Source: an optimization exercise on an open RTL-to-GDS flow (aim: a short achievable clock period). Production flows keep margins and buffers that such runs may drop.
Where RTL was checked, it was by simulation tests only, not by an equivalence proof against the original.
The clock input has no modelled driver; a real chip could not lean on it and would need a root buffer or a full tree.
No activity file was given, so power comes from the tool's default toggle rates.

==> inputs of run K <==
// systolic_array
module systolic_array
#(
    parameter DATA_BIT = 8
)
(
    input [DATA_BIT-1:0] input_west0,
    input [DATA_BIT-1:0] input_west4,
    input [DATA_BIT-1:0] input_west8,
    input [DATA_BIT-1:0] input_west12,
    input [DATA_BIT-1:0] input_north0,
    input [DATA_BIT-1:0] input_north1,
    input [DATA_BIT-1:0] input_north2,
    input [DATA_BIT-1:0] input_north3,
    input clk,
    input rst,
    output reg done,
    output [2*DATA_BIT-1:0] result0, result1, result2, result3,
                            result4, result5, result6, result7,
                            result8, result9, result10, result11,
                            result12, result13, result14, result15
);
Settings: LEC_CHECK=0, CAP_MARGIN=20, CORE_MARGIN=2, CORE_UTILIZATION=65, PLACE_DENSITY=0.75, SETUP_SLACK_MARGIN=3.2, SLEW_MARGIN=20; clock period 5.0 ns.
standard.sh (not shown) runs the stock make flow with config.mk's settings and CLKGATE_MAP_FILE= SYNTH_SCRIPT=/design/flow/synth_recipe.tcl, a recipe that flattens the netlist after the stock synthesis.
==> flow/flow/run.sh <==
#!/bin/bash
# The standard ORFS flow (the standard.sh), except that the clock tree is a
# two-level tree built by flow/manual_cts.tcl (sourced as the PRE_CTS_TCL hook).
set -euo pipefail
here=$(pwd)
bash standard.sh synth > synth.log 2>&1
bash standard.sh floorplan > floorplan.log 2>&1
bash standard.sh place > place.log 2>&1
PRE_CTS_TCL=$here/flow/manual_cts.tcl bash standard.sh cts > cts.log 2>&1
grep -q "manual_cts: clock tree built" orfs/logs/sky130hd/systolic_array/base/4_1_cts.log
bash standard.sh finish > finish.log 2>&1
==> flow/flow/manual_cts.tcl <==
# Manual two-level clock tree: the clock port drives NROOT root buffers, each
# root drives the leaf buffers of one region, and each leaf buffer drives a
# cluster of about LEAF_SIZE neighbouring flip-flops.
set leaf_size [expr {[info exists ::env(MCTS_LEAF_SIZE)] ? $::env(MCTS_LEAF_SIZE) : 28}]
set nroot [expr {[info exists ::env(MCTS_NROOT)] ? $::env(MCTS_NROOT) : 4}]
set bufcell [expr {[info exists ::env(MCTS_BUF)] ? $::env(MCTS_BUF) : "sky130_fd_sc_hd__clkbuf_16"}]
set rootcell [expr {[info exists ::env(MCTS_ROOTBUF)] ? $::env(MCTS_ROOTBUF) : "sky130_fd_sc_hd__clkbuf_16"}]

set block [ord::get_db_block]
set dbu [$block getDbUnitsPerMicron]
set clk_port_name [get_full_name [lindex [get_property [lindex [all_clocks] 0] sources] 0]]
set clknet [$block findNet $clk_port_name]

# sinks: every instance pin on the clock net, with its location in um
set sinks {}
foreach it [$clknet getITerms] {
  set inst [$it getInst]
  set bb [$inst getBBox]
  set x [expr {([$bb xMin] + [$bb xMax]) / 2.0 / $dbu}]
  set y [expr {([$bb yMin] + [$bb yMax]) / 2.0 / $dbu}]
  lappend sinks [list [$inst getName]/[[$it getMTerm] getName] $x $y]
}
set n [llength $sinks]
puts "manual_cts: $n sinks on $clk_port_name"

# split a list of {name x y} into groups of near-equal size on a grid
proc grid_split {items ngroups} {
  set xs [lsort -real [lmap i $items {lindex $i 1}]]
  set ys [lsort -real [lmap i $items {lindex $i 2}]]
  set w [expr {max(1.0, [lindex $xs end] - [lindex $xs 0])}]
  set h [expr {max(1.0, [lindex $ys end] - [lindex $ys 0])}]
  set nx [expr {max(1, int(round(sqrt($ngroups * $w / $h))))}]
  if {$nx > $ngroups} { set nx $ngroups }
  set ny [expr {int(ceil(double($ngroups) / $nx))}]
  set byx [lsort -real -index 1 $items]
  set m [llength $byx]
  set groups {}
  for {set i 0} {$i < $nx} {incr i} {
    set a [expr {$i * $m / $nx}]
    set b [expr {($i + 1) * $m / $nx - 1}]
    set col [lsort -real -index 2 [lrange $byx $a $b]]
    set mc [llength $col]
    # snake order so neighbouring groups stay close
    for {set j 0} {$j < $ny} {incr j} {
      set c [expr {$j * $mc / $ny}]
      set d [expr {($j + 1) * $mc / $ny - 1}]
      if {$d >= $c} { lappend groups [lrange $col $c $d] }
    }
  }
  return $groups
}

proc centroid {g} {
  set sx 0; set sy 0
  foreach i $g { set sx [expr {$sx + [lindex $i 1]}]; set sy [expr {$sy + [lindex $i 2]}] }
  return [list [expr {$sx / [llength $g]}] [expr {$sy / [llength $g]}]]
}

set nleaf [expr {int(ceil(double($n) / $leaf_size))}]
set leaves {}
set k 0
foreach g [grid_split $sinks $nleaf] {
  lassign [centroid $g] cx cy
  set pins [lmap i $g {get_pins [lindex $i 0]}]
  set name clkleaf_$k
  insert_buffer -buffer_cell $bufcell -net $clk_port_name -load_pins $pins -location [list $cx $cy] -buffer_name $name -net_name clknet_leaf_$k
  set drv [[[$block findITerm [lindex $g 0 0]] getNet] getFirstOutput]
  lappend leaves [list [[$drv getInst] getName]/A $cx $cy]
  incr k
}
puts "manual_cts: $k leaf buffers"
set k 0
foreach g [grid_split $leaves $nroot] {
  lassign [centroid $g] cx cy
  set pins [lmap i $g {get_pins [lindex $i 0]}]
  insert_buffer -buffer_cell $rootcell -net $clk_port_name -load_pins $pins -location [list $cx $cy] -buffer_name clkroot_$k -net_name clknet_root_$k
  incr k
}
puts "manual_cts: $k root buffers"
foreach net [$block getNets] {
  if {[string match clknet_* [$net getName]] || [$net getName] eq $clk_port_name} { $net setSigType CLOCK }
}
set_propagated_clock [all_clocks]

# The tree is complete: TritonCTS, which cts.tcl calls next, has nothing left to do.
rename clock_tree_synthesis triton_clock_tree_synthesis
proc clock_tree_synthesis {args} { puts "manual_cts: clock tree built by manual_cts.tcl" }
==> run B: changes against run K <==
==> flow/run.sh (new file) <==
#!/bin/bash
# synth_recipe.tcl (not shown) runs the flow's synth.tcl, then flattens the netlist and writes it again
# the make line also repeats each setting of config.mk as NAME=value (left out here)
make -C /OpenROAD-flow-scripts/flow DESIGN_CONFIG=/design/flow/config.mk WORK_HOME=/design/flow/orfs CLKGATE_MAP_FILE= SYNTH_SCRIPT=/design/flow/synth_recipe.tcl finish
--- a/flow/config.mk
+++ b/flow/config.mk
@@ -9,4 +9,3 @@
 export CORE_MARGIN = 2
-export CORE_UTILIZATION = 65
-export PLACE_DENSITY = 0.75
+export CORE_UTILIZATION = 40
 export SETUP_SLACK_MARGIN = 3.2
removed: flow/flow/run.sh
removed: flow/flow/manual_cts.tcl
removed: flow/standard.sh
==> impl_metrics.csv <==
group,metric,value,unit
power,ir_drop,0.413,mV
clocking,cts_repair_resize_count,2460,
cells_and_area,seqAreaFraction,38.6,%
grt,grtUsageMet3,2.95,%
placement,dpl_cell_area,89100,um^2
min_path,hold_path_end,"wd3_2[7]",
worst_setup_path,crit_required,5.43,ns
placement,placed_cells_incl_taps,9391,
cells_and_area,final_cell_mix,"1319 x inv_1, 1093 x and2_1, 669 x dfrtp_1",
run_status,outcome,"timing/DRC/antenna clean",
The numbers above come from run K.

==> impl_metrics.csv <==
group,metric,value,unit
cells_and_area,seqAreaFraction,36.3,%
placement,placed_cells_incl_taps,10518,
clocking,cts_repair_resize_count,2366,
placement,dpl_cell_area,90500,um^2
yosys,yosysUniqueCellTypes,39,
worst_setup_path,crit_required,5.73,ns
grt,antenna_found_initial,17,
power,power.total,58.5,mW
cells_and_area,final_cell_mix,"1323 x inv_1, 1107 x and2_1, 665 x dfrtp_1",
run_status,outcome,"timing/DRC/antenna clean",
The numbers above come from run B.

No functional check of the RTL was part of any run of this note. The clock cells of run K come from the design's own scripts or RTL, not from TritonCTS.

========
==> inputs of v6 <==
Another version of the RTL of systolic_array (not shown whole).
// systolic_array
module systolic_array
#(
    parameter DATA_BIT = 8
)
(
    input [DATA_BIT-1:0] input_west0,
    input [DATA_BIT-1:0] input_west4,
    input [DATA_BIT-1:0] input_west8,
    input [DATA_BIT-1:0] input_west12,
    input [DATA_BIT-1:0] input_north0,
    input [DATA_BIT-1:0] input_north1,
    input [DATA_BIT-1:0] input_north2,
    input [DATA_BIT-1:0] input_north3,
    input clk,
    input rst,
    output reg done,
    output [2*DATA_BIT-1:0] result0, result1, result2, result3,
                            result4, result5, result6, result7,
                            result8, result9, result10, result11,
                            result12, result13, result14, result15
);
    reg [3:0] count;
    reg [7:0] wd0_0, wd0_1, wd0_2, wd1_0, wd1_1, wd1_2, wd2_0, wd2_1, wd2_2, wd3_0, wd3_1, wd3_2;
    reg [7:0] nd0_0, nd0_1, nd0_2, nd1_0, nd1_1, nd1_2, nd2_0, nd2_1, nd2_2, nd3_0, nd3_1, nd3_2;
    always @(posedge clk) begin
            wd0_0 <= input_west0;  wd0_1 <= wd0_0; wd0_2 <= wd0_1;
            wd1_0 <= input_west4;  wd1_1 <= wd1_0; wd1_2 <= wd1_1;
            wd2_0 <= input_west8;  wd2_1 <= wd2_0; wd2_2 <= wd2_1;
            wd3_0 <= input_west12; wd3_1 <= wd3_0; wd3_2 <= wd3_1;
            nd0_0 <= input_north0; nd0_1 <= nd0_0; nd0_2 <= nd0_1;
            nd1_0 <= input_north1; nd1_1 <= nd1_0; nd1_2 <= nd1_1;
            nd2_0 <= input_north2; nd2_1 <= nd2_0; nd2_2 <= nd2_1;
            nd3_0 <= input_north3; nd3_1 <= nd3_0; nd3_2 <= nd3_1;
    end
    reg [3:0] vld;
    always @(posedge clk or posedge rst) begin
        if (rst) vld <= 4'b0;
        else vld <= {vld[2:0], 1'b1};
    end
    pe P0 (.clk(clk), .rst(rst), .ok(vld[0]), .a(input_north0), .b(input_west0), .result(result0));
    pe P1 (.clk(clk), .rst(rst), .ok(vld[1]), .a(input_north1), .b(wd0_0), .result(result1));
    pe P2 (.clk(clk), .rst(rst), .ok(vld[2]), .a(input_north2), .b(wd0_1), .result(result2));
    pe P3 (.clk(clk), .rst(rst), .ok(vld[3]), .a(input_north3), .b(wd0_2), .result(result3));
    pe P4 (.clk(clk), .rst(rst), .ok(vld[1]), .a(nd0_0), .b(input_west4), .result(result4));
  ...
Settings: LEC_CHECK=0, ABC_AREA=1, CAP_MARGIN=20, CORE_MARGIN=2, CORE_UTILIZATION=65, PLACE_DENSITY=0.75, SETUP_SLACK_MARGIN=3.2, SLEW_MARGIN=20; clock period 5.0 ns.
==> flow/flow/run.sh <==
#!/bin/bash
# The standard ORFS flow (the standard.sh), except that the clock tree is a
# two-level tree built by flow/manual_cts.tcl (sourced as the PRE_CTS_TCL hook).
set -euo pipefail
here=$(pwd)
bash standard.sh synth > synth.log 2>&1
bash standard.sh floorplan > floorplan.log 2>&1
bash standard.sh place > place.log 2>&1
PRE_CTS_TCL=$here/flow/manual_cts.tcl bash standard.sh cts > cts.log 2>&1
grep -q "manual_cts: clock tree built" orfs/logs/sky130hd/systolic_array/base/4_1_cts.log
bash standard.sh finish > finish.log 2>&1
==> flow/flow/manual_cts.tcl <==
# Manual two-level clock tree: the clock port drives NROOT root buffers, each
# root drives the leaf buffers of one region, and each leaf buffer drives a
# cluster of about LEAF_SIZE neighbouring flip-flops.
set leaf_size [expr {[info exists ::env(MCTS_LEAF_SIZE)] ? $::env(MCTS_LEAF_SIZE) : 28}]
set nroot [expr {[info exists ::env(MCTS_NROOT)] ? $::env(MCTS_NROOT) : 4}]
set bufcell [expr {[info exists ::env(MCTS_BUF)] ? $::env(MCTS_BUF) : "sky130_fd_sc_hd__clkbuf_16"}]
set rootcell [expr {[info exists ::env(MCTS_ROOTBUF)] ? $::env(MCTS_ROOTBUF) : "sky130_fd_sc_hd__clkbuf_16"}]

# Output buffers: move each port's buffer next to the cell that drives it, so the
# buffer (not the flip-flop) drives the long wire to the pin.
if {![info exists ::env(MCTS_MOVE_OUTBUF)] || $::env(MCTS_MOVE_OUTBUF)} {
  set nmoved 0
  set blk [ord::get_db_block]
  foreach bt [$blk getBTerms] {
    if {[$bt getIoType] ne "OUTPUT"} continue
    set onet [$bt getNet]
    if {$onet eq "NULL"} continue
    set drv [$onet getFirstOutput]
    if {$drv eq "NULL"} continue
    set buf [$drv getInst]
    if {![string match *buf* [[$buf getMaster] getName]]} continue
    set ain [$buf findITerm A]
    if {$ain eq "NULL"} continue
    set inet [$ain getNet]
    if {$inet eq "NULL"} continue
    set src [$inet getFirstOutput]
    if {$src eq "NULL"} continue
    lassign [[$src getInst] getLocation] sx sy
    $buf setLocation $sx $sy
    incr nmoved
  }
  puts "manual_cts: moved $nmoved output buffers next to their drivers"
}

set block [ord::get_db_block]
set dbu [$block getDbUnitsPerMicron]
set clk_port_name [get_full_name [lindex [get_property [lindex [all_clocks] 0] sources] 0]]
set clknet [$block findNet $clk_port_name]

# sinks: every instance pin on the clock net, with its location in um
set sinks {}
foreach it [$clknet getITerms] {
  set inst [$it getInst]
  set bb [$inst getBBox]
  set x [expr {([$bb xMin] + [$bb xMax]) / 2.0 / $dbu}]
  set y [expr {([$bb yMin] + [$bb yMax]) / 2.0 / $dbu}]
  lappend sinks [list [$inst getName]/[[$it getMTerm] getName] $x $y]
}
set n [llength $sinks]
puts "manual_cts: $n sinks on $clk_port_name"

# split a list of {name x y} into groups of near-equal size on a grid
proc grid_split {items ngroups} {
  set xs [lsort -real [lmap i $items {lindex $i 1}]]
  set ys [lsort -real [lmap i $items {lindex $i 2}]]
  set w [expr {max(1.0, [lindex $xs end] - [lindex $xs 0])}]
  set h [expr {max(1.0, [lindex $ys end] - [lindex $ys 0])}]
  set nx [expr {max(1, int(round(sqrt($ngroups * $w / $h))))}]
  if {$nx > $ngroups} { set nx $ngroups }
  set ny [expr {int(ceil(double($ngroups) / $nx))}]
  set byx [lsort -real -index 1 $items]
  set m [llength $byx]
  set groups {}
  for {set i 0} {$i < $nx} {incr i} {
    set a [expr {$i * $m / $nx}]
    set b [expr {($i + 1) * $m / $nx - 1}]
    set col [lsort -real -index 2 [lrange $byx $a $b]]
    set mc [llength $col]
    # snake order so neighbouring groups stay close
    for {set j 0} {$j < $ny} {incr j} {
      set c [expr {$j * $mc / $ny}]
      set d [expr {($j + 1) * $mc / $ny - 1}]
      if {$d >= $c} { lappend groups [lrange $col $c $d] }
    }
  }
  return $groups
}

proc centroid {g} {
  set sx 0; set sy 0
  foreach i $g { set sx [expr {$sx + [lindex $i 1]}]; set sy [expr {$sy + [lindex $i 2]}] }
  return [list [expr {$sx / [llength $g]}] [expr {$sy / [llength $g]}]]
}

set nleaf [expr {int(ceil(double($n) / $leaf_size))}]
set leaves {}
set k 0
foreach g [grid_split $sinks $nleaf] {
  lassign [centroid $g] cx cy
  set pins [lmap i $g {get_pins [lindex $i 0]}]
  set name clkleaf_$k
  insert_buffer -buffer_cell $bufcell -net $clk_port_name -load_pins $pins -location [list $cx $cy] -buffer_name $name -net_name clknet_leaf_$k
  set drv [[[$block findITerm [lindex $g 0 0]] getNet] getFirstOutput]
  lappend leaves [list [[$drv getInst] getName]/A $cx $cy]
  incr k
}
puts "manual_cts: $k leaf buffers"
set k 0
foreach g [grid_split $leaves $nroot] {
  lassign [centroid $g] cx cy
  set pins [lmap i $g {get_pins [lindex $i 0]}]
  insert_buffer -buffer_cell $rootcell -net $clk_port_name -load_pins $pins -location [list $cx $cy] -buffer_name clkroot_$k -net_name clknet_root_$k
  incr k
}
puts "manual_cts: $k root buffers"
foreach net [$block getNets] {
  if {[string match clknet_* [$net getName]] || [$net getName] eq $clk_port_name} { $net setSigType CLOCK }
}
set_propagated_clock [all_clocks]

# The tree is complete: TritonCTS, which cts.tcl calls next, has nothing left to do.
rename clock_tree_synthesis triton_clock_tree_synthesis
proc clock_tree_synthesis {args} { puts "manual_cts: clock tree built by manual_cts.tcl" }
==> inputs of v26, as changes to v6 <==
--- a/flow/flow/manual_cts.tcl
+++ b/flow/flow/manual_cts.tcl
@@ -6,4 +6,22 @@
 set bufcell [expr {[info exists ::env(MCTS_BUF)] ? $::env(MCTS_BUF) : "sky130_fd_sc_hd__clkbuf_16"}]
 set rootcell [expr {[info exists ::env(MCTS_ROOTBUF)] ? $::env(MCTS_ROOTBUF) : "sky130_fd_sc_hd__clkbuf_16"}]
+
+# Port buffers that an earlier step left as delay cells become plain buffers.
+if {![info exists ::env(MCTS_FIX_IOBUF)] || $::env(MCTS_FIX_IOBUF)} {
+  set nfix 0
+  foreach bt [[ord::get_db_block] getBTerms] {
+    set n [$bt getNet]
+    if {$n eq "NULL"} continue
+    foreach it [$n getITerms] {
+      set inst [$it getInst]
+      set mname [[$inst getMaster] getName]
+      if {[string match *clkdlybuf* $mname] || [string match *dlygate* $mname] || [string match *dlymetal* $mname]} {
+        replace_cell [$inst getName] sky130_fd_sc_hd__buf_6
+        incr nfix
+      }
+    }
+  }
+  puts "manual_cts: $nfix port buffers made plain buffers"
+}
 
 # Output buffers: move each port's buffer next to the cell that drives it, so the
@@ -58,14 +76,17 @@
   set nx [expr {max(1, int(round(sqrt($ngroups * $w / $h))))}]
   if {$nx > $ngroups} { set nx $ngroups }
-  set ny [expr {int(ceil(double($ngroups) / $nx))}]
   set byx [lsort -real -index 1 $items]
   set m [llength $byx]
   set groups {}
+  set start 0
   for {set i 0} {$i < $nx} {incr i} {
-    set a [expr {$i * $m / $nx}]
-    set b [expr {($i + 1) * $m / $nx - 1}]
-    set col [lsort -real -index 2 [lrange $byx $a $b]]
+    # column i gets ny groups and a matching share of the items
+    set g0 [expr {$i * $ngroups / $nx}]
+    set g1 [expr {($i + 1) * $ngroups / $nx}]
+    set ny [expr {$g1 - $g0}]
+    set end [expr {$g1 * $m / $ngroups}]
+    set col [lsort -real -index 2 [lrange $byx $start [expr {$end - 1}]]]
+    set start $end
     set mc [llength $col]
-    # snake order so neighbouring groups stay close
     for {set j 0} {$j < $ny} {incr j} {
       set c [expr {$j * $mc / $ny}]
--- a/flow/config.mk
+++ b/flow/config.mk
@@ -11,4 +11,4 @@
 export CORE_UTILIZATION = 65
 export PLACE_DENSITY = 0.75
-export SETUP_SLACK_MARGIN = 3.2
+export SETUP_SLACK_MARGIN = 2.95
 export SLEW_MARGIN = 20
==> comparison table <==
| quantity | v26 | v6 |
|---|---|---|
| Run status | complete, no violations | complete, no violations |
| Hold Slack | 407.8 ps | 406.7 ps |
| Reg-to-Reg End | P1.result[15]$_DFF_PP0_ | P14.result[14]$_DFF_PP0_ |
| Total of cells resized after clock tree synthesis | 148 | 3,417 |
| Largest net degree at the start of global routing | 126 | 114 |
| Slowest Stage Delay on Critical Path | 390 ps | 600 ps |
| Fill cell total of the finished layout | 11,470 | 9,440 |
| GR met1 Demand/Resource | 35.44% | 36.84% |
| Total detailed-routing wirelength | 215,000 µm | 247,800 µm |
| Post-route non-filler standard cell count | 14,020 | 14,330 |
| Sequential standard cell area | 44,580 µm² | 45,110 µm² |
| Slew of the pin with the lowest slew margin | 1031 ps | 1086 ps |
| Critical path data arrival time | 1100 ps | 2580 ps |
| Number of antenna violations at the first check in global routing | 16 | 25 |
| Final setup slack of the worst path | 2903 ps | 2867 ps |
| Starting DRT DRC Count | 3,353 | 3,908 |
| Vias per std cell | 4.808 | 4.983 |
| Crit path capture | result9[4] | P14.result[14]$_DFF_PP0_ |
| Seq power | 23.1 mW | 23.4 mW |
| Multi-input gate share of the layout cell area | 40.05% | 42.64% |
| Power per standard cell area | 567.4 nW/µm² | 613.6 nW/µm² |
| Cell internal power dissipation | 36.80 mW | 42.06 mW |
| Number of buffers added for setup after CTS | 15 | 219 |
| Clock period minus worst slack | 2097 ps | 2133 ps |
| WL/cell | 15.34 µm | 17.29 µm |
| Area added between synthesis and finish | 11.53% | 21.91% |
In every run of this note, the design's own scripts or RTL, not TritonCTS, make the clock network.

## re-timing with driven ports
The results above use ideal ports. As a check the final layouts listed here were re-extracted and re-timed, cells and wires unchanged.
Step 1 assumes that a clkbuf_16 drives the clock port and a buf_2 every other input.
Step 2 adds t to the input delays and takes it off the output delays; t is the mean of the earliest and latest rising clock arrival at the registers after step 1. Input paths then give back, and output paths get back, about the clock's delay inside the block.
Three values: ideal, step 1, step 2; two values: the first two.
run | t, ns | slack for setup (ns) | worst setup path after step 2
run K | 0.678 | 2.457 / 2.407 / 2.443 | input to register
run B | 0.897 | 2.465 / 2.443 / 2.309 | input to register
v6 | 0.726 | 2.867 / 2.704 / 2.478 | input to register
v26 | 0.722 | 2.903 / 2.726 / 2.446 | input to register
After both steps setup and hold are still met in every run listed. For v26, which loses most, drivers alone change the setup slack by -0.177 ns; drivers and shift together by -0.457 ns.
